This is an optimization exercise on Yosys and OpenROAD, whose aim is a short achievable clock period and few clock cycles, not a production implementation. Function not checked in this run: the RTL went through the layout flow alone. Power and IR drop assume default switching activity.

$ cat design/flow/design.v
`timescale 1ns / 1ps
module REG32(
                    input clk,
					input rst,
					input CE,
					input [31:0]D,
					output reg[31:0]Q
					);
	always @(posedge clk)
		if (rst==1)  Q <= 32'h00000000;
		else if (CE) Q <= D;
endmodule
`timescale 1ns / 1ps
module add_32(    input [31:0] a, 
				  input [31:0] b, 
				  output [31:0]c
    );
    assign c=a+b;
endmodule
`timescale 1ns / 1ps
module MUX2T1_32(input[31:0]I0,
				 input[31:0]I1,
				 input s,
				 output[31:0]o
    );
    assign o = s ? I1 : I0;
endmodule
`timescale 1ns / 1ps
module MUX4T1_32(
    input [1:0]s,
    input [31:0]I0, I1, I2, I3,
    output [31:0]o
    );
    wire s0 = s == 2'b00;
    wire s1 = s == 2'b01;
    wire s2 = s == 2'b10;
    wire s3 = s == 2'b11;
    assign o =  {32{s0}} & I0 |
                {32{s1}} & I1 |
                {32{s2}} & I2 |
                {32{s3}} & I3 ;
endmodule
`timescale 1ns / 1ps
module cmp_32(  input [31:0] a,
                input [31:0] b,
                input [2:0] ctrl,
                output c
    );
    parameter cmp_EQ  = 3'b001;
    parameter cmp_NE  = 3'b010;
    parameter cmp_LT  = 3'b011;
    parameter cmp_LTU = 3'b100;
    parameter cmp_GE  = 3'b101;
    parameter cmp_GEU = 3'b110;
    wire res_EQ  = a == b;
    wire res_NE  = ~res_EQ;
    wire res_LT  = (a[31] & ~b[31]) || (~(a[31] ^ b[31]) && a < b);
    wire res_LTU = a < b;
    wire res_GE  = ~res_LT;
    wire res_GEU = ~res_LTU;
    wire EQ  = ctrl == cmp_EQ ; 
    wire NE  = ctrl == cmp_NE ; 
    wire LT  = ctrl == cmp_LT ; 
    wire LTU = ctrl == cmp_LTU;
    wire GE  = ctrl == cmp_GE ; 
    wire GEU = ctrl == cmp_GEU;
    assign c = EQ  & res_EQ  |
               NE  & res_NE  |
               LT  & res_LT  |
               LTU & res_LTU |
               GE  & res_GE  |
               GEU & res_GEU ;
endmodule
`timescale 1ns / 1ps
module ALU(
    input[31:0] A, B,
    input[3:0] Control,
    output[31:0] res,
    output zero, overflow
);
    parameter ALU_ADD  = 4'b0001;
    parameter ALU_SUB  = 4'b0010;
    parameter ALU_AND  = 4'b0011;
    parameter ALU_OR   = 4'b0100;
    parameter ALU_XOR  = 4'b0101;
    parameter ALU_SLL  = 4'b0110;
    parameter ALU_SRL  = 4'b0111;
    parameter ALU_SLT  = 4'b1000;
    parameter ALU_SLTU = 4'b1001;
    parameter ALU_SRA  = 4'b1010;
    parameter ALU_Ap4  = 4'b1011;
    parameter ALU_Bout = 4'b1100;
    wire[4:0] shamt = B[4:0];
    wire[32:0] res_subu = {1'b0,A} - {1'b0,B};
    wire[31:0] res_ADD  = A + B;
    wire[31:0] res_SUB  = A - B;
    wire[31:0] res_AND  = A & B;
    wire[31:0] res_OR   = A | B;
    wire[31:0] res_XOR  = A ^ B;
    wire[31:0] res_SLL  = A << shamt;
    wire[31:0] res_SRL  = A >> shamt;
    wire add_of = A[31] & B[31] & ~res_ADD[31] |  
                  ~A[31] & ~B[31] & res_ADD[31];  
    wire sub_of = ~A[31] & B[31] & res_SUB[31] |  
                  A[31] & ~B[31] & ~res_SUB[31];  
    wire[31:0] res_SLT  = {31'b0, res_SUB[31] ^ sub_of};
    wire[31:0] res_SLTU = {31'b0, res_subu[32]};
    wire[31:0] res_SRA  = {{32{A[31]}}, A} >> shamt;
    wire[31:0] res_Ap4  = A + 4;
    wire[31:0] res_Bout = B;
    wire ADD  = Control == ALU_ADD ;
    wire SUB  = Control == ALU_SUB ;
    wire AND  = Control == ALU_AND ;
    wire OR   = Control == ALU_OR  ;
    wire XOR  = Control == ALU_XOR ;
    wire SLL  = Control == ALU_SLL ;
    wire SRL  = Control == ALU_SRL ;
    wire SLT  = Control == ALU_SLT ;
    wire SLTU = Control == ALU_SLTU;
    wire SRA  = Control == ALU_SRA ;
    wire Ap4  = Control == ALU_Ap4 ;
    wire Bout = Control == ALU_Bout;
    assign zero = ~|res;
    assign overflow = (Control == ALU_ADD && add_of) | 
                    (Control == ALU_SUB && sub_of);
    assign res = {32{ADD }} & res_ADD  |
                 {32{SUB }} & res_SUB  |
                 {32{AND }} & res_AND  |
                 {32{OR  }} & res_OR   |
                 {32{XOR }} & res_XOR  |
                 {32{SLL }} & res_SLL  |
                 {32{SRL }} & res_SRL  |
                 {32{SLT }} & res_SLT  |
                 {32{SLTU}} & res_SLTU |
                 {32{SRA }} & res_SRA  |
                 {32{Ap4 }} & res_Ap4  |
                 {32{Bout}} & res_Bout ;
endmodule
`timescale 1ns / 1ps
module ImmGen(
            input  wire [2:0] ImmSel,
            input  wire [31:0] inst_field,
            output[31:0] Imm_out
    );
    parameter Imm_type_I = 3'b001;
    parameter Imm_type_B = 3'b010;
    parameter Imm_type_J = 3'b011;
    parameter Imm_type_S = 3'b100;
    parameter Imm_type_U = 3'b101;
    wire I = ImmSel == Imm_type_I;
    wire B = ImmSel == Imm_type_B;
    wire J = ImmSel == Imm_type_J;
    wire S = ImmSel == Imm_type_S;
    wire U = ImmSel == Imm_type_U;
    wire[31:0] Imm_I = {{20{inst_field[31]}}, inst_field[31:20]};
    wire[31:0] Imm_B = {{20{inst_field[31]}}, inst_field[7], inst_field[30:25], inst_field[11:8], 1'b0};
    wire[31:0] Imm_J = {{12{inst_field[31]}}, inst_field[19:12], inst_field[20], inst_field[30:21],1'b0};
    wire[31:0] Imm_S = {{20{inst_field[31]}}, inst_field[31:25], inst_field[11:7]};
    wire[31:0] Imm_U = {inst_field[31:12], 12'b0};
    assign Imm_out = {32{I}} & Imm_I |
                     {32{B}} & Imm_B |
                     {32{J}} & Imm_J |
                     {32{S}} & Imm_S |
                     {32{U}} & Imm_U ;
endmodule
`timescale 1ns / 1ps
module CtrlUnit(
    input[31:0] inst,
    input cmp_res,
    output Branch, ALUSrc_A, ALUSrc_B, DatatoReg, RegWrite, mem_w,
        MIO, rs1use, rs2use,
    output [1:0] hazard_optype,
    output [2:0] ImmSel, cmp_ctrl,
    output [3:0] ALUControl,
    output JALR
);
    wire[6:0] funct7 = inst[31:25];
    wire[2:0] funct3 = inst[14:12];
    wire[6:0] opcode = inst[6:0];
    wire Rop = opcode == 7'b0110011;
    wire Iop = opcode == 7'b0010011;
    wire Bop = opcode == 7'b1100011;
    wire Lop = opcode == 7'b0000011;
    wire Sop = opcode == 7'b0100011;
    wire funct7_0  = funct7 == 7'h0;
    wire funct7_32 = funct7 == 7'h20;
    wire funct3_0 = funct3 == 3'h0;
    wire funct3_1 = funct3 == 3'h1;
    wire funct3_2 = funct3 == 3'h2;
    wire funct3_3 = funct3 == 3'h3;
    wire funct3_4 = funct3 == 3'h4;
    wire funct3_5 = funct3 == 3'h5;
    wire funct3_6 = funct3 == 3'h6;
    wire funct3_7 = funct3 == 3'h7;
    wire ADD  = Rop & funct3_0 & funct7_0;
    wire SUB  = Rop & funct3_0 & funct7_32;
    wire SLL  = Rop & funct3_1 & funct7_0;
    wire SLT  = Rop & funct3_2 & funct7_0;
    wire SLTU = Rop & funct3_3 & funct7_0;
    wire XOR  = Rop & funct3_4 & funct7_0;
    wire SRL  = Rop & funct3_5 & funct7_0;
    wire SRA  = Rop & funct3_5 & funct7_32;
    wire OR   = Rop & funct3_6 & funct7_0;
    wire AND  = Rop & funct3_7 & funct7_0;
    wire ADDI  = Iop & funct3_0;	
    wire SLTI  = Iop & funct3_2;
    wire SLTIU = Iop & funct3_3;
    wire XORI  = Iop & funct3_4;
    wire ORI   = Iop & funct3_6;
    wire ANDI  = Iop & funct3_7;
    wire SLLI  = Iop & funct3_1 & funct7_0;
    wire SRLI  = Iop & funct3_5 & funct7_0;
    wire SRAI  = Iop & funct3_5 & funct7_32;
    wire BEQ = Bop & funct3_0;
    wire BNE = Bop & funct3_1;
    wire BLT = Bop & funct3_4;
    wire BGE = Bop & funct3_5;
    wire BLTU = Bop & funct3_6;
    wire BGEU = Bop & funct3_7;
    wire LB =  Lop & funct3_0;
    wire LH =  Lop & funct3_1;
    wire LW =  Lop & funct3_2;
    wire LBU = Lop & funct3_4;
    wire LHU = Lop & funct3_5;
    wire SB = Sop & funct3_0;
    wire SH = Sop & funct3_1;
    wire SW = Sop & funct3_2;
    wire LUI   = opcode == 7'b0110111;
    wire AUIPC = opcode == 7'b0010111;
    wire JAL  =  opcode == 7'b1101111;
    assign JALR = (opcode == 7'b1100111) && funct3_0;
    wire R_valid = AND | OR | ADD | XOR | SLL | SRL | SRA | SUB | SLT | SLTU;
    wire I_valid = ANDI | ORI | ADDI | XORI | SLLI | SRLI | SRAI | SLTI | SLTIU;
    wire B_valid = BEQ | BNE | BLT | BGE | BLTU | BGEU;
    wire L_valid = LW | LH | LB | LHU | LBU;
    wire S_valid = SW | SH | SB;
    assign Branch = JAL | JALR | B_valid & cmp_res;
    parameter Imm_type_I = 3'b001;
    parameter Imm_type_B = 3'b010;
    parameter Imm_type_J = 3'b011;
    parameter Imm_type_S = 3'b100;
    parameter Imm_type_U = 3'b101;
    assign ImmSel = {3{I_valid | JALR | L_valid}} & Imm_type_I |
                    {3{B_valid}}                  & Imm_type_B |
                    {3{JAL}}                      & Imm_type_J |
                    {3{S_valid}}                  & Imm_type_S |
                    {3{LUI | AUIPC}}              & Imm_type_U ;
    parameter cmp_EQ  = 3'b001;
    parameter cmp_NE  = 3'b010;
    parameter cmp_LT  = 3'b011;
    parameter cmp_LTU = 3'b100;
    parameter cmp_GE  = 3'b101;
    parameter cmp_GEU = 3'b110;
    assign cmp_ctrl = {3{BEQ }} & cmp_EQ  |
                      {3{BNE }} & cmp_NE  |
                      {3{BLT }} & cmp_LT  |
                      {3{BLTU}} & cmp_LTU |
                      {3{BGE }} & cmp_GE  |
                      {3{BGEU}} & cmp_GEU ;
    assign ALUSrc_A = JAL | JALR | AUIPC;
    assign ALUSrc_B = I_valid | L_valid | S_valid | LUI | AUIPC;
    parameter ALU_ADD  = 4'b0001;
    parameter ALU_SUB  = 4'b0010;
    parameter ALU_AND  = 4'b0011;
    parameter ALU_OR   = 4'b0100;
    parameter ALU_XOR  = 4'b0101;
    parameter ALU_SLL  = 4'b0110;
    parameter ALU_SRL  = 4'b0111;
    parameter ALU_SLT  = 4'b1000;
    parameter ALU_SLTU = 4'b1001;
    parameter ALU_SRA  = 4'b1010;
    parameter ALU_Ap4  = 4'b1011;
    parameter ALU_Bout = 4'b1100;
    assign ALUControl = {4{ADD | ADDI | L_valid | S_valid | AUIPC}} & ALU_ADD  |
                        {4{SUB}}                                    & ALU_SUB  |
                        {4{AND | ANDI}}                             & ALU_AND  |
                        {4{OR | ORI}}                               & ALU_OR   |
                        {4{XOR | XORI}}                             & ALU_XOR  |
                        {4{SLL | SLLI}}                             & ALU_SLL  |
                        {4{SRL | SRLI}}                             & ALU_SRL  |
                        {4{SLT | SLTI}}                             & ALU_SLT  |
                        {4{SLTU | SLTIU}}                           & ALU_SLTU |
                        {4{SRA | SRAI}}                             & ALU_SRA  |
                        {4{JAL | JALR}}                             & ALU_Ap4  |
                        {4{LUI}}                                    & ALU_Bout ;
    assign DatatoReg = L_valid;
    assign RegWrite = R_valid | I_valid | JAL | JALR | L_valid | LUI | AUIPC;
    assign mem_w = S_valid;
    assign MIO = L_valid | S_valid;
    assign rs1use = R_valid | I_valid | B_valid | JALR | L_valid | S_valid ;
    assign rs2use = R_valid | B_valid | S_valid;
    parameter hazard_optype_ALU = 2'd1;
    parameter hazard_optype_LOAD = 2'd2;
    parameter hazard_optype_STORE = 2'd3;
    assign hazard_optype = {2{R_valid | I_valid | JAL | JALR | LUI | AUIPC}} & hazard_optype_ALU  | 
                            {2{L_valid}}                                     & hazard_optype_LOAD |
                            {2{S_valid}}                                     & hazard_optype_STORE;
endmodule
`timescale 1ns / 1ps
module     Regs(input clk,
				input rst,
				input [4:0] R_addr_A, 
				input [4:0] R_addr_B, 
				input [4:0] Wt_addr, 
				input [31:0]Wt_data, 
				input L_S, 
				output [31:0] rdata_A, 
				output [31:0] rdata_B,
				input [4:0] Debug_addr,          
				output[31:0] Debug_regs         
			  );
reg [31:0] register [1:31]; 				 
integer i;
	wire wt_en = (Wt_addr != 0) && (L_S == 1);
	assign rdata_A = (R_addr_A == 0)? 0 : (wt_en && R_addr_A == Wt_addr) ? Wt_data : register[R_addr_A]; 	  
	assign rdata_B = (R_addr_B == 0)? 0 : (wt_en && R_addr_B == Wt_addr) ? Wt_data : register[R_addr_B];     
	always @(posedge clk )
      begin
		if (rst==1) 	 begin 			 
		    for (i=1; i<32; i=i+1)
		    register[i] <= 0;	 
		end
		else begin
		     if (wt_en) 	 
		     register[Wt_addr] <= Wt_data;
		end
	end
    assign Debug_regs = (Debug_addr == 0) ? 0 : register[Debug_addr];                
endmodule
`timescale 1ps/1ps
module HazardDetectionUnit(
    input clk,
    input Branch_ID, rs1use_ID, rs2use_ID,
    input[1:0] hazard_optype_ID,
    input[4:0] rd_EXE, rd_MEM, rs1_ID, rs2_ID, rs2_EXE,
    output PC_EN_IF, reg_FD_EN, reg_FD_stall, reg_FD_flush,
        reg_DE_EN, reg_DE_flush, reg_EM_EN, reg_EM_flush, reg_MW_EN,
    output forward_ctrl_ls,
    output[1:0] forward_ctrl_A, forward_ctrl_B
);
    assign reg_FD_EN = 1'b1;
    assign reg_DE_EN = 1'b1;
    assign reg_EM_EN = 1'b1;
    assign reg_MW_EN = 1'b1;
    assign reg_EM_flush = 0;
    reg[1:0] hazard_optype_EXE, hazard_optype_MEM;
    always@(posedge clk) begin
        hazard_optype_MEM <= hazard_optype_EXE & {2{~reg_EM_flush}};
        hazard_optype_EXE <= hazard_optype_ID & {2{~reg_DE_flush}};
    end
    parameter hazard_optype_ALU = 2'd1;
    parameter hazard_optype_LOAD = 2'd2;
    parameter hazard_optype_STORE = 2'd3;
    wire prod_EXE = hazard_optype_EXE == hazard_optype_ALU || hazard_optype_EXE == hazard_optype_LOAD;
    wire rs1_match_EXE     = rs1use_ID && rs1_ID == rd_EXE && rd_EXE && prod_EXE;
    wire rs1_forward_1     = rs1_match_EXE && hazard_optype_EXE == hazard_optype_ALU;
    wire rs1_forward_stall = rs1_match_EXE && hazard_optype_EXE == hazard_optype_LOAD;
    wire rs1_forward_2     = ~rs1_match_EXE && rs1use_ID && rs1_ID == rd_MEM && rd_MEM && hazard_optype_MEM == hazard_optype_ALU;
    wire rs1_forward_3     = ~rs1_match_EXE && rs1use_ID && rs1_ID == rd_MEM && rd_MEM && hazard_optype_MEM == hazard_optype_LOAD;
    wire rs2_match_EXE     = rs2use_ID && rs2_ID == rd_EXE && rd_EXE && prod_EXE;
    wire rs2_forward_1     = rs2_match_EXE && hazard_optype_EXE == hazard_optype_ALU;
    wire rs2_forward_stall = rs2_match_EXE && hazard_optype_EXE == hazard_optype_LOAD
                             && hazard_optype_ID != hazard_optype_STORE;
    wire rs2_forward_2     = ~rs2_match_EXE && rs2use_ID && rs2_ID == rd_MEM && rd_MEM && hazard_optype_MEM == hazard_optype_ALU;
    wire rs2_forward_3     = ~rs2_match_EXE && rs2use_ID && rs2_ID == rd_MEM && rd_MEM && hazard_optype_MEM == hazard_optype_LOAD;
    wire load_stall = rs1_forward_stall | rs2_forward_stall;
    assign PC_EN_IF = ~load_stall;
    assign reg_FD_stall = load_stall;
    assign reg_FD_flush = Branch_ID;
    assign reg_DE_flush = load_stall;
    assign forward_ctrl_A = {2{rs1_forward_1}} & 2'd1 |
                            {2{rs1_forward_2}} & 2'd2 |
                            {2{rs1_forward_3}} & 2'd3 ;
    assign forward_ctrl_B = {2{rs2_forward_1}} & 2'd1 |
                            {2{rs2_forward_2}} & 2'd2 |
                            {2{rs2_forward_3}} & 2'd3 ;
    assign forward_ctrl_ls = rs2_EXE == rd_MEM && rd_MEM && hazard_optype_EXE == hazard_optype_STORE
                            && hazard_optype_MEM == hazard_optype_LOAD;
endmodule
`timescale 1ns / 1ps
module    REG_IF_ID(input clk,                                       
                    input rst,
                    input EN,
                    input Data_stall,
                    input flush,
                    input [31:0] PCOUT,
                    input [31:0] IR,
                    output reg[31:0] IR_ID,
                    output reg[31:0] PCurrent_ID
                );
    always @(posedge clk) begin
        if(rst) begin
             IR_ID <= 32'h00000000;
             PCurrent_ID <= 32'h00000000;
            end
        else if(EN)begin
                if(Data_stall)begin
                    IR_ID <= IR_ID;                           
                    PCurrent_ID <= PCurrent_ID;  end          
                else if(flush)begin
                        IR_ID <= 32'h00000013;               
                        PCurrent_ID <= PCurrent_ID;  end     
                else begin
                        IR_ID <= IR;                        
                        PCurrent_ID <= PCOUT;  end          
            end
            else begin
                IR_ID <= IR_ID;
                PCurrent_ID <= PCurrent_ID;
            end
    end
endmodule
`timescale 1ns / 1ps
module    REG_ID_EX(input clk,                                          
                    input rst,
                    input EN,                                           
                    input flush,                                        
                    input [31:0] IR_ID,                                 
                    input [31:0] PCurrent_ID,                           
                    input [4:0] rs1_addr,                                
                    input [4:0] rs2_addr,                                
                    input [31:0] rs1_data,                              
                    input [31:0] rs2_data,                              
                    input [31:0] Imm32,                                 
                    input [4:0]  rd_addr,                               
                    input ALUSrc_A,                              
                    input ALUSrc_B,                              
                    input [3:0]  ALUC,                                  
                    input DatatoReg,                             
                    input RegWrite,                                     
                    input WR,
                    input [2:0] u_b_h_w,
                    input MIO,
                    output reg[31:0] PCurrent_EX,
                    output reg[31:0] IR_EX,                             
                    output reg[4:0]  rs1_EX,
                    output reg[4:0]  rs2_EX,
                    output reg[31:0] A_EX,                              
                    output reg[31:0] B_EX,                              
                    output reg[31:0] Imm32_EX,                           
                    output reg[4:0]  rd_EX,
                    output reg       ALUSrc_A_EX,                       
                    output reg       ALUSrc_B_EX,                       
                    output reg[3:0]  ALUC_EX,                           
                    output reg       DatatoReg_EX,                      
                    output reg       RegWrite_EX,
                    output reg       WR_EX,                             
                    output reg[2:0]  u_b_h_w_EX,
                    output reg       MIO_EX
                );
    always @(posedge clk ) begin                            
    if(rst) begin
        rd_EX        <= 0;
        RegWrite_EX  <= 0;
        WR_EX        <= 0;
        IR_EX        <= 32'h00000000;
        PCurrent_EX  <= 32'h00000000 ;
        rs1_EX       <= 0;
        rs2_EX       <= 0;
        ALUC_EX      <= 0;
        MIO_EX       <= 0;
    end
    else if(EN)begin
            if(flush)begin                                
                IR_EX       <= 32'h00000000;              
                rd_EX       <= 0;                         
                RegWrite_EX <= 0;                         
                WR_EX       <= 0;                         
                PCurrent_EX <= PCurrent_ID;               
                MIO_EX       <= 0;
            end
            else begin                                    
                PCurrent_EX <= PCurrent_ID;               
                IR_EX       <= IR_ID;                     
                A_EX        <= rs1_data;                  
                B_EX        <= rs2_data;                  
                Imm32_EX    <= Imm32;                     
                rd_EX       <= rd_addr;                   
                rs1_EX      <= rs1_addr;
                rs2_EX      <= rs2_addr;
                ALUSrc_A_EX <= ALUSrc_A;                  
                ALUSrc_B_EX <= ALUSrc_B;                  
                ALUC_EX     <= ALUC;                      
                DatatoReg_EX<= DatatoReg;                
                RegWrite_EX <= RegWrite;                  
                WR_EX       <= WR;                        
                u_b_h_w_EX    <= u_b_h_w;
                MIO_EX       <= MIO;
                end
        end
    end
endmodule
`timescale 1ns / 1ps
module   REG_EX_MEM(input clk,                                       
                    input rst,
                    input EN,                                        
                    input flush,                                     
                    input [31:0] IR_EX,                              
                    input [31:0] PCurrent_EX,                        
                    input [31:0] ALUO_EX,                            
                    input [31:0] B_EX,                               
                    input [4:0]  rd_EX,                              
                    input DatatoReg_EX,                       
                    input RegWrite_EX,                               
                    input WR_EX,                                     
                    input[2:0] u_b_h_w_EX,
                    input MIO_EX,
                    output reg[31:0] PCurrent_MEM,                   
                    output reg[31:0] IR_MEM,                         
                    output reg[31:0] ALUO_MEM,                       
                    output reg[31:0] Datao_MEM,                      
                    output reg[4:0]  rd_MEM,                         
                    output reg       DatatoReg_MEM,                  
                    output reg       RegWrite_MEM,                   
                    output reg       WR_MEM,                          
                    output reg[2:0]  u_b_h_w_MEM,
                    output reg       MIO_MEM
                );
    always @(posedge clk) begin
        if(rst) begin
            IR_MEM       <= 0;
            PCurrent_MEM <= 0;
            rd_MEM       <= 0;
            RegWrite_MEM <= 0;
            WR_MEM       <= 0;
            MIO_MEM      <= 0;
            ALUO_MEM     <= 0;
        end
        else if(EN) begin                                       
                IR_MEM       <= IR_EX;
                PCurrent_MEM <= PCurrent_EX;                   
                ALUO_MEM     <= ALUO_EX;                       
                Datao_MEM    <= B_EX;                          
                DatatoReg_MEM <= DatatoReg_EX;                       
                RegWrite_MEM  <= RegWrite_EX;                  
                WR_MEM        <= WR_EX;                        
                rd_MEM        <= rd_EX;                        
                u_b_h_w_MEM   <= u_b_h_w_EX;
                MIO_MEM       <= MIO_EX;
        end
    end
endmodule
`timescale 1ns / 1ps
module   REG_MEM_WB(input clk,                                       
                    input rst,
                    input EN,
                    input [31:0] IR_MEM,                              
                    input [31:0] PCurrent_MEM,
                    input [31:0] ALUO_MEM,                            
                    input [31:0] Datai,                               
                    input [4:0]  rd_MEM,
                    input DatatoReg_MEM,                       
                    input RegWrite_MEM,
                    output reg[31:0] PCurrent_WB,
                    output reg[31:0] IR_WB,                         
                    output reg[31:0] ALUO_WB,                       
                    output reg[31:0] MDR_WB,                        
                    output reg[4:0]  rd_WB,
                    output reg       DatatoReg_WB,                  
                    output reg       RegWrite_WB
                );
    always @(posedge clk) begin
        if(rst) begin
            rd_WB       <= 0;
            RegWrite_WB <= 0;
            IR_WB       <= 0;
            PCurrent_WB <= 0;
        end
        else if(EN)begin                                       
                IR_WB       <= IR_MEM;
                PCurrent_WB <= PCurrent_MEM;             
                ALUO_WB     <= ALUO_MEM;                     
                MDR_WB      <= Datai;
                rd_WB       <= rd_MEM;
                RegWrite_WB <= RegWrite_MEM;
                DatatoReg_WB <= DatatoReg_MEM;           
            end
    end
endmodule
`timescale 1ns / 1ps
module  RV32core(
        input clk,   
        input rst,   
        output[31:0] imem_addr,
        input [31:0] imem_rdata,
        output[31:0] dmem_addr,
        output[31:0] dmem_wdata,
        output[3:0]  dmem_wstrb,
        output       dmem_we,
        input [31:0] dmem_rdata,
        input [4:0]  debug_addr,   
        output[31:0] debug_data    
	);
	wire debug_clk = clk;
    wire Branch_ctrl, JALR, RegWrite_ctrl, mem_w_ctrl, MIO_ctrl,
        ALUSrc_A_ctrl, ALUSrc_B_ctrl, DatatoReg_ctrl, rs1use_ctrl, rs2use_ctrl;
    wire[1:0] hazard_optype_ctrl;
    wire[2:0] ImmSel_ctrl, cmp_ctrl;
    wire[3:0] ALUControl_ctrl;
    wire forward_ctrl_ls;
    wire[1:0] forward_ctrl_A, forward_ctrl_B;
	wire PC_EN_IF;
	wire [31:0] PC_IF, next_PC_IF, PC_4_IF, inst_IF;
    wire reg_FD_EN,reg_FD_stall,reg_FD_flush, cmp_res_ID;
    wire [31:0] jump_PC_ID, PC_ID, inst_ID, Debug_regs, rs1_data_reg, rs2_data_reg,
        Imm_out_ID, rs1_data_ID, rs2_data_ID, addA_ID;
    wire reg_DE_EN, reg_DE_flush, RegWrite_EXE, mem_w_EXE, MIO_EXE,
        ALUSrc_A_EXE, ALUSrc_B_EXE, ALUzero_EXE, ALUoverflow_EXE, DatatoReg_EXE;
    wire[2:0] u_b_h_w_EXE;
    wire[3:0] ALUControl_EXE;
    wire[4:0] rs1_EXE, rs2_EXE, rd_EXE;
    wire[31:0] ALUout_EXE, PC_EXE, inst_EXE, rs1_data_EXE, rs2_data_EXE, Imm_EXE,
        ALUA_EXE, ALUB_EXE, Dataout_EXE;
    wire reg_EM_EN, reg_EM_flush, RegWrite_MEM, DatatoReg_MEM, mem_w_MEM, MIO_MEM;
    wire[2:0] u_b_h_w_MEM;
    wire[4:0] rd_MEM;
    wire[31:0] ALUout_MEM, PC_MEM, inst_MEM, Dataout_MEM, Datain_MEM;
    wire reg_MW_EN, RegWrite_WB, DatatoReg_WB;
    wire[4:0] rd_WB;
    wire [31:0] wt_data_WB, PC_WB, inst_WB, ALUout_WB, Datain_WB;
	REG32 REG_PC(.clk(debug_clk),.rst(rst),.CE(PC_EN_IF),.D(next_PC_IF),.Q(PC_IF));
    add_32 add_IF(.a(PC_IF),.b(32'd4),.c(PC_4_IF));
    MUX2T1_32 mux_IF(.I0(PC_4_IF),.I1(jump_PC_ID),.s(Branch_ctrl),.o(next_PC_IF));
    assign imem_addr = PC_IF;
    assign inst_IF = imem_rdata;
    REG_IF_ID reg_IF_ID(.clk(debug_clk),.rst(rst),.EN(reg_FD_EN),.Data_stall(reg_FD_stall),
        .flush(reg_FD_flush),.PCOUT(PC_IF),.IR(inst_IF),
        .IR_ID(inst_ID),.PCurrent_ID(PC_ID));
    CtrlUnit ctrl(.inst(inst_ID),.cmp_res(cmp_res_ID),.Branch(Branch_ctrl),.ALUSrc_A(ALUSrc_A_ctrl),
        .ALUSrc_B(ALUSrc_B_ctrl),.DatatoReg(DatatoReg_ctrl),.RegWrite(RegWrite_ctrl),
        .mem_w(mem_w_ctrl),.MIO(MIO_ctrl),.rs1use(rs1use_ctrl),.rs2use(rs2use_ctrl),
        .hazard_optype(hazard_optype_ctrl),.ImmSel(ImmSel_ctrl),.cmp_ctrl(cmp_ctrl),
        .ALUControl(ALUControl_ctrl),.JALR(JALR));
    Regs register(.clk(debug_clk),.rst(rst),.L_S(RegWrite_WB),.R_addr_A(inst_ID[19:15]),
        .R_addr_B(inst_ID[24:20]),.rdata_A(rs1_data_reg),.rdata_B(rs2_data_reg),
        .Wt_addr(rd_WB),.Wt_data(wt_data_WB),
        .Debug_addr(debug_addr[4:0]),.Debug_regs(Debug_regs));
    ImmGen imm_gen(.ImmSel(ImmSel_ctrl),.inst_field(inst_ID),.Imm_out(Imm_out_ID));
    MUX4T1_32 mux_forward_A(.I0(rs1_data_reg),.I1(ALUout_EXE),.I2(ALUout_MEM),.I3(Datain_MEM),
        .s(forward_ctrl_A),.o(rs1_data_ID));
    MUX4T1_32 mux_forward_B(.I0(rs2_data_reg),.I1(ALUout_EXE),.I2(ALUout_MEM),.I3(Datain_MEM),
        .s(forward_ctrl_B),.o(rs2_data_ID));
    MUX2T1_32 mux_branch_ID(.I0(PC_ID),.I1(rs1_data_ID),.s(JALR),.o(addA_ID));
    add_32 add_branch_ID(.a(addA_ID),.b(Imm_out_ID),.c(jump_PC_ID));
    cmp_32 cmp_ID(.a(rs1_data_ID),.b(rs2_data_ID),.ctrl(cmp_ctrl),.c(cmp_res_ID));
    HazardDetectionUnit hazard_unit(.clk(debug_clk),.Branch_ID(Branch_ctrl),.rs1use_ID(rs1use_ctrl),
        .rs2use_ID(rs2use_ctrl),.hazard_optype_ID(hazard_optype_ctrl),.rd_EXE(rd_EXE),
        .rd_MEM(rd_MEM),.rs1_ID(inst_ID[19:15]),.rs2_ID(inst_ID[24:20]),.rs2_EXE(rs2_EXE),
        .PC_EN_IF(PC_EN_IF),.reg_FD_EN(reg_FD_EN),.reg_FD_stall(reg_FD_stall),
        .reg_FD_flush(reg_FD_flush),.reg_DE_EN(reg_DE_EN),.reg_DE_flush(reg_DE_flush),
        .reg_EM_EN(reg_EM_EN),.reg_EM_flush(reg_EM_flush),.reg_MW_EN(reg_MW_EN),
        .forward_ctrl_ls(forward_ctrl_ls),.forward_ctrl_A(forward_ctrl_A),
        .forward_ctrl_B(forward_ctrl_B));
    REG_ID_EX reg_ID_EX(.clk(debug_clk),.rst(rst),.EN(reg_DE_EN),.flush(reg_DE_flush),.IR_ID(inst_ID),
		.PCurrent_ID(PC_ID),.rs1_addr(inst_ID[19:15]),.rs2_addr(inst_ID[24:20]),.rs1_data(rs1_data_ID),
		.rs2_data(rs2_data_ID),.Imm32(Imm_out_ID),.rd_addr(inst_ID[11:7]),.ALUSrc_A(ALUSrc_A_ctrl),
		.ALUSrc_B(ALUSrc_B_ctrl),.ALUC(ALUControl_ctrl),.DatatoReg(DatatoReg_ctrl),
        .RegWrite(RegWrite_ctrl),.WR(mem_w_ctrl),.u_b_h_w(inst_ID[14:12]),.MIO(MIO_ctrl),
        .PCurrent_EX(PC_EXE),.IR_EX(inst_EXE),.rs1_EX(rs1_EXE),.rs2_EX(rs2_EXE),
        .A_EX(rs1_data_EXE),.B_EX(rs2_data_EXE),.Imm32_EX(Imm_EXE),.rd_EX(rd_EXE),
        .ALUSrc_A_EX(ALUSrc_A_EXE),.ALUSrc_B_EX(ALUSrc_B_EXE),.ALUC_EX(ALUControl_EXE),
        .DatatoReg_EX(DatatoReg_EXE),.RegWrite_EX(RegWrite_EXE),.WR_EX(mem_w_EXE),
        .u_b_h_w_EX(u_b_h_w_EXE),.MIO_EX(MIO_EXE));
    MUX2T1_32 mux_A_EXE(.I0(rs1_data_EXE),.I1(PC_EXE),.s(ALUSrc_A_EXE),.o(ALUA_EXE));
    MUX2T1_32 mux_B_EXE(.I0(rs2_data_EXE),.I1(Imm_EXE),.s(ALUSrc_B_EXE),.o(ALUB_EXE));
    ALU alu(.A(ALUA_EXE),.B(ALUB_EXE),.Control(ALUControl_EXE),
        .res(ALUout_EXE),.zero(ALUzero_EXE),.overflow(ALUoverflow_EXE));
    MUX2T1_32 mux_forward_EXE(.I0(rs2_data_EXE),.I1(Datain_MEM),.s(forward_ctrl_ls),.o(Dataout_EXE));
    REG_EX_MEM reg_EXE_MEM(.clk(debug_clk),.rst(rst),.EN(reg_EM_EN),.flush(reg_EM_flush),
        .IR_EX(inst_EXE),.PCurrent_EX(PC_EXE),.ALUO_EX(ALUout_EXE),.B_EX(Dataout_EXE),
        .rd_EX(rd_EXE),.DatatoReg_EX(DatatoReg_EXE),.RegWrite_EX(RegWrite_EXE),
        .WR_EX(mem_w_EXE),.u_b_h_w_EX(u_b_h_w_EXE),.MIO_EX(MIO_EXE),
        .PCurrent_MEM(PC_MEM),.IR_MEM(inst_MEM),.ALUO_MEM(ALUout_MEM),.Datao_MEM(Dataout_MEM),
        .rd_MEM(rd_MEM),.DatatoReg_MEM(DatatoReg_MEM),.RegWrite_MEM(RegWrite_MEM),
        .WR_MEM(mem_w_MEM),.u_b_h_w_MEM(u_b_h_w_MEM),.MIO_MEM(MIO_MEM));
    wire[1:0] byte_sel_MEM = ALUout_MEM[1:0];
    wire[7:0] ld_byte_MEM = dmem_rdata >> {byte_sel_MEM, 3'b000};
    wire[15:0] ld_half_MEM = byte_sel_MEM[1] ? dmem_rdata[31:16] : dmem_rdata[15:0];
    assign Datain_MEM =
        u_b_h_w_MEM[1] ? dmem_rdata :
        u_b_h_w_MEM[0] ? {u_b_h_w_MEM[2] ? 16'b0 : {16{ld_half_MEM[15]}}, ld_half_MEM} :
        {u_b_h_w_MEM[2] ? 24'b0 : {24{ld_byte_MEM[7]}}, ld_byte_MEM};
    assign dmem_addr = ALUout_MEM;
    assign dmem_we = mem_w_MEM;
    assign dmem_wdata =
        u_b_h_w_MEM[1] ? Dataout_MEM :
        u_b_h_w_MEM[0] ? {2{Dataout_MEM[15:0]}} : {4{Dataout_MEM[7:0]}};
    assign dmem_wstrb =
        u_b_h_w_MEM[1] ? 4'b1111 :
        u_b_h_w_MEM[0] ? (byte_sel_MEM[1] ? 4'b1100 : 4'b0011) :
        (4'b0001 << byte_sel_MEM);
    REG_MEM_WB reg_MEM_WB(.clk(debug_clk),.rst(rst),.EN(reg_MW_EN),.IR_MEM(inst_MEM),
        .PCurrent_MEM(PC_MEM),.ALUO_MEM(ALUout_MEM),.Datai(Datain_MEM),.rd_MEM(rd_MEM),
        .DatatoReg_MEM(DatatoReg_MEM),.RegWrite_MEM(RegWrite_MEM),
        .PCurrent_WB(PC_WB),.IR_WB(inst_WB),.ALUO_WB(ALUout_WB),.MDR_WB(Datain_WB),
        .rd_WB(rd_WB),.DatatoReg_WB(DatatoReg_WB),.RegWrite_WB(RegWrite_WB));
    MUX2T1_32 mux_WB(.I0(ALUout_WB),.I1(Datain_WB),.s(DatatoReg_WB),.o(wt_data_WB));
	assign debug_data = Debug_regs;
endmodule
$ cat design/flow/run.sh
#!/bin/bash
# synth_recipe.tcl (not shown) runs the flow's synth.tcl, then flattens the netlist and writes it again
# the make line also repeats each setting of config.mk as NAME=value (left out here)
make -C /OpenROAD-flow-scripts/flow DESIGN_CONFIG=/design/flow/config.mk WORK_HOME=/design/flow/orfs CLKGATE_MAP_FILE= SYNTH_SCRIPT=/design/flow/synth_recipe.tcl finish
$ cat design/flow/config.mk
export PLATFORM = sky130hd
export DESIGN_NAME = RV32core
export DESIGN_NICKNAME = RV32core
export VERILOG_FILES = /design/flow/design.v
export SDC_FILE = /design/flow/constraint.sdc
export NUM_CORES = 4
export LEC_CHECK = 0
export CAP_MARGIN = 20
export CORE_MARGIN = 2
export CORE_UTILIZATION = 40
export PLACE_DENSITY = 0.6
export SLEW_MARGIN = 20
$ cat design/flow/constraint.sdc
create_clock -name core_clock -period 10.0 [get_ports {clk}]
set_input_delay 2.0000 -clock core_clock [delete_from_list [all_inputs] [get_ports {clk}]]
set_output_delay 2.0000 -clock core_clock [all_outputs]
set_load 0.01 [all_outputs]
==> run notes <==
flip-flops by register name, indices dropped and copies added, names as in the netlist, 3 cells and up, named ones only:
| register | cells |
|---|---|
| reg_ID_EX.rs2_EX | 5 |
| reg_ID_EX.B_EX | 32 |
| reg_MEM_WB.MDR_WB | 32 |
| reg_EXE_MEM.rd_MEM | 5 |
| reg_IF_ID.PCurrent_ID | 32 |
| reg_ID_EX.Imm32_EX | 32 |
| reg_EXE_MEM.ALUO_MEM | 32 |
| reg_ID_EX.A_EX | 32 |
| reg_ID_EX.PCurrent_EX | 32 |
| reg_EXE_MEM.Datao_MEM | 32 |
| reg_ID_EX.ALUC_EX | 4 |
| register.register | 1024 |
| reg_EXE_MEM.u_b_h_w_MEM | 3 |
| reg_IF_ID.IR_ID | 32 |
| REG_PC.Q | 32 |
| reg_ID_EX.rd_EX | 5 |
| reg_ID_EX.u_b_h_w_EX | 3 |
| reg_MEM_WB.ALUO_WB | 32 |
| reg_MEM_WB.rd_WB | 5 |
worst max-delay path, delay by kind of cell, from the launching register on:
| family | cells | cell delay, ns |
|---|---|---|
| AOI/OAI and AO/OA | 16 | 4.41 |
| buffers and inverters | 6 | 1.38 |
| adders and majority gates | 2 | 0.78 |
| DFF | 1 | 0.75 |
| muxes | 1 | 0.73 |
| and+or+nand+nor | 3 | 0.66 |
cells in the mapped netlist, types with 48 or more instances:
library cell  instances  share of area
a31oi_1              51         0.0035
ha_1                166          0.023
edfxtp_1           1227           0.41
clkbuf_1            518          0.021
nand3_1              69         0.0038
a222oi_1             50         0.0055
nand2_1             340          0.014
nor2_1             1329          0.055
mux2_2               79         0.0098
mux2i_1             222          0.025
inv_1               160         0.0066
a21oi_1             262          0.014
nor2b_1             134         0.0093
buf_2                65         0.0036
a211oi_1            113         0.0094
a21o_1               61         0.0051
o21ai_0             199          0.011
mux4_2              963           0.24
buf_1                91         0.0038
xnor2_1              60         0.0058
dfxtp_1             203          0.045
a22o_1               48         0.0046
nor3_1               57         0.0032
per-layer routing:
| layer | global-route usage | up-vias |
|---|---|---|
| li1 | - | 28400 |
| met1 | 0.430 | 36700 |
| met2 | 0.571 | 5534 |
| met3 | 0.0824 | 1257 |
| met4 | 0.251 | 26 |
| met5 | 0 | - |
path summary, 6_finish.rpt:
path / startpoint / end
worst min-delay path: hazard_unit.hazard_optype_EXE[1] / hazard_unit.hazard_optype_MEM[1]
worst max-delay path: reg_ID_EX.ALUSrc_A_EX / reg_IF_ID.PCurrent_ID[28]
worst max register to register: reg_ID_EX.ALUSrc_A_EX / reg_IF_ID.PCurrent_ID[28]
worst min register to register: hazard_unit.hazard_optype_EXE[1] / hazard_unit.hazard_optype_MEM[1]
per-stage QoR:
step,cells,worst slack [ns]
global route,10400,0.575
detailed placement,10100,1.20
CTS,10400,1.29
finish,10400,1.09
floorplan,7276,2.26
global placement,10100,1.24
cells in the final DEF (no fill, tap or decap), types with 68 or more instances in the layout:
master	Yosys	final
mux4_2	963	963
clkdlybuf4s50_1	0	197
a21oi_1	262	260
mux2_2	79	79
a211oi_1	113	111
nor2b_1	134	133
clkbuf_16	0	168
ha_1	166	166
nand2_1	340	278
inv_1	160	158
nand3_1	69	68
buf_4	17	316
mux2i_1	222	186
edfxtp_1	1227	1227
nor2_1	1329	1322
o21ai_0	199	180
dfxtp_1	203	192
cell type report:
type	count	area (um2)
Antenna cell	11	27.5
Clock buffer	217	4450
Clock inverter	89	868
Fill cell	20100	122000
Inverter	177	672
Multi-Input combinational cell	4970	47100
Sequential cell	1430	40900
Tap cell	2992	3740
Timing Repair Buffer	546	4980
kinds of logic (layout without fill, tap and decap cells):
logic type,Yosys count,after routing,synth area share
other,1,43,0.0000414
flip-flops,1430,1430,0.452
buffers and inverters,876,1029,0.0387
AO/OA/AOI/OAI,1227,1227,0.0948
AND/OR/NAND/NOR,2167,2167,0.103
adder cells (fa/ha/maj),169,169,0.0236
multiplexers,1289,1289,0.279
XOR/XNOR,86,86,0.00849
power groups by stage:
| stage | sequential (uW) | combinational [uW] | clock, uW |
|---|---|---|---|
| 3_3_place_gp | 7150 | 3250 | 0 |
| 2_1_floorplan | 6980 | 1930 | 0 |
| 6_report | 7070 | 3360 | 6040 |
| 4_1_cts | 7050 | 3260 | 6080 |
| 3_5_place_dp | 7170 | 3250 | 0 |
| 5_1_grt | 7070 | 3450 | 6310 |
==> results.json <==
{
  "status": "timing/DRC/antenna clean",
  "drive_gt1_frac": 0.250,
  "crit_required_ns": 10.71,
  "start_util": 0.402,
  "min_delay_path_depth": 0,
  "max_stage_delay_ns": 0.75,
  "worstRegToRegCells": 28,
  "finalCriticalPeriod_ns": 8.91,
  "synth_cells": 7245,
  "path_class": "reg -> reg",
  "io_buffers": 203,
  "layout.nets": 7530,
  "top_layer_used": "met5",
  "placed_cell_area_um2": 97300,
  "track_usage": 0.358,
  "synth-edff-count": 1227,
  "switchingPower_uw": 5100,
  "finalCritPeriodShare": 0.891,
  "holdWs_ns": 0.416,
  "synth_area_per_cell_um2": 12.5,
  "total_leakage_power_uw": 0.0367,
  "ys_seq_area_frac": 0.452,
  "ctsRootBufferMaster": "clkbuf_16",
  "critical_path.startpoint_type": "flip-flop",
  "synth_cell_type_count": 107,
  "path_clk_slew_ns": 0.06,
  "finClkSkew_ns": 0.0717,
  "endpoint_kind": "flip-flop",
  "grt_overflow_total": 0,
  "hold_buffers": 0,
  "critical-path-slowest-cell": "edfxtp_1",
  "design.core.area_um2": 225000,
  "setup_viol": 0,
  "clock_latency_ns": 0.86,
  "hold_class": "reg -> reg",
  "place_congestion": 1.05,
  "initialDrtViolationCount": 11200,
  "fp.dieW_um": 480,
  "tns_ns": 0,
  "numCtsBuffers": 165,
  "swShare": 0.310,
  "seqPwrFrac": 0.429,
  "ioPinCount": 204,
  "async_flop_share": 0,
  "syn_to_final_growth_pct": 13.5,
  "wl_met2_um": 195000,
  "die_h_um": 480,
  "total_power_uw": 16500,
  "max_freq_mhz": 112,
  "cts_resized": 0,
  "grt_pass1_vias": 69300,
  "yosysWarnings": 7,
  "vdd_ir_drop_max_v": 0.000181,
  "cts_tree": "built",
  "worstMarginPinSlew_ns": 1.16,
  "cp.arrival_ns": 9.62,
  "dieArea_um2": 230000,
  "antenna_found_initial": 40,
  "clockBufferDepth": 3,
  "num_vias": 71800,
  "drv_slew": 0,
  "dr.pass1.iters": 11,
  "grt_pass1_wl_um": 573000,
  "ant_nets": 0,
  "ys_seq_elements": 1430,
  "met3_length_um": 44900,
  "cts_setup_buffers": 0,
  "stdcell_area_um2": 103000,
  "wl_met1_um": 143000,
  "wire_per_inst_um": 40.2,
  "wl_um": 419000,
  "avgViaCountPerCell": 6.89,
  "power.density_nw_per_um2": 160,
  "utilization": 0.457,
  "grt_max_degree": 88,
  "cts.sinks": 1430,
  "rows": 174,
  "synth_area_um2": 90500,
  "p_comb_frac": 0.204,
  "reg2reg_setup_slack_ns": 1.09,
  "grt_setup_unrepaired": "no",
  "synth_ff_type": "edfxtp_1",
  "drv_cap": 0,
  "htreeDepth": 4,
  "cell_internal_pwr_uw": 11400,
  "power_frac_clock": 0.367,
  "hpwl_um": 297000,
  "slew_headroom": 0.221,
  "drc": 0,
  "hold_violations": 0,
  "worstPathMaxFanout": 33
}

==> port drivers added, routing unchanged <==
How much do the figures lean on ideal ports? The routed layout below was timed once more, with nothing changed but the port constraints. Step 1 sets driving cells, clkbuf_16 on the clock port and buf_2 on the other inputs (assumed; they add their load-dependent delay and slew). Step 2, shift: input delay + t, output delay - t, t = (earliest + latest rising clock arrival at the registers) / 2. This alone moves slack from input paths to output paths. a / b / c = ideal / step 1 / step 2; a / b = the first two.
t, ns: 0.911
slack for setup (ns): 1.094 / 1.094 / 1.014
hold WS [ns]: 0.416 / 0.416 / 0.416
worst setup path after step 2: input to register
worst data-port slew with drivers (ns): 0.11
After both steps setup and hold are still met in this run. The setup slack of this run moves by 0.000 ns with the drivers and by -0.080 ns with both steps.
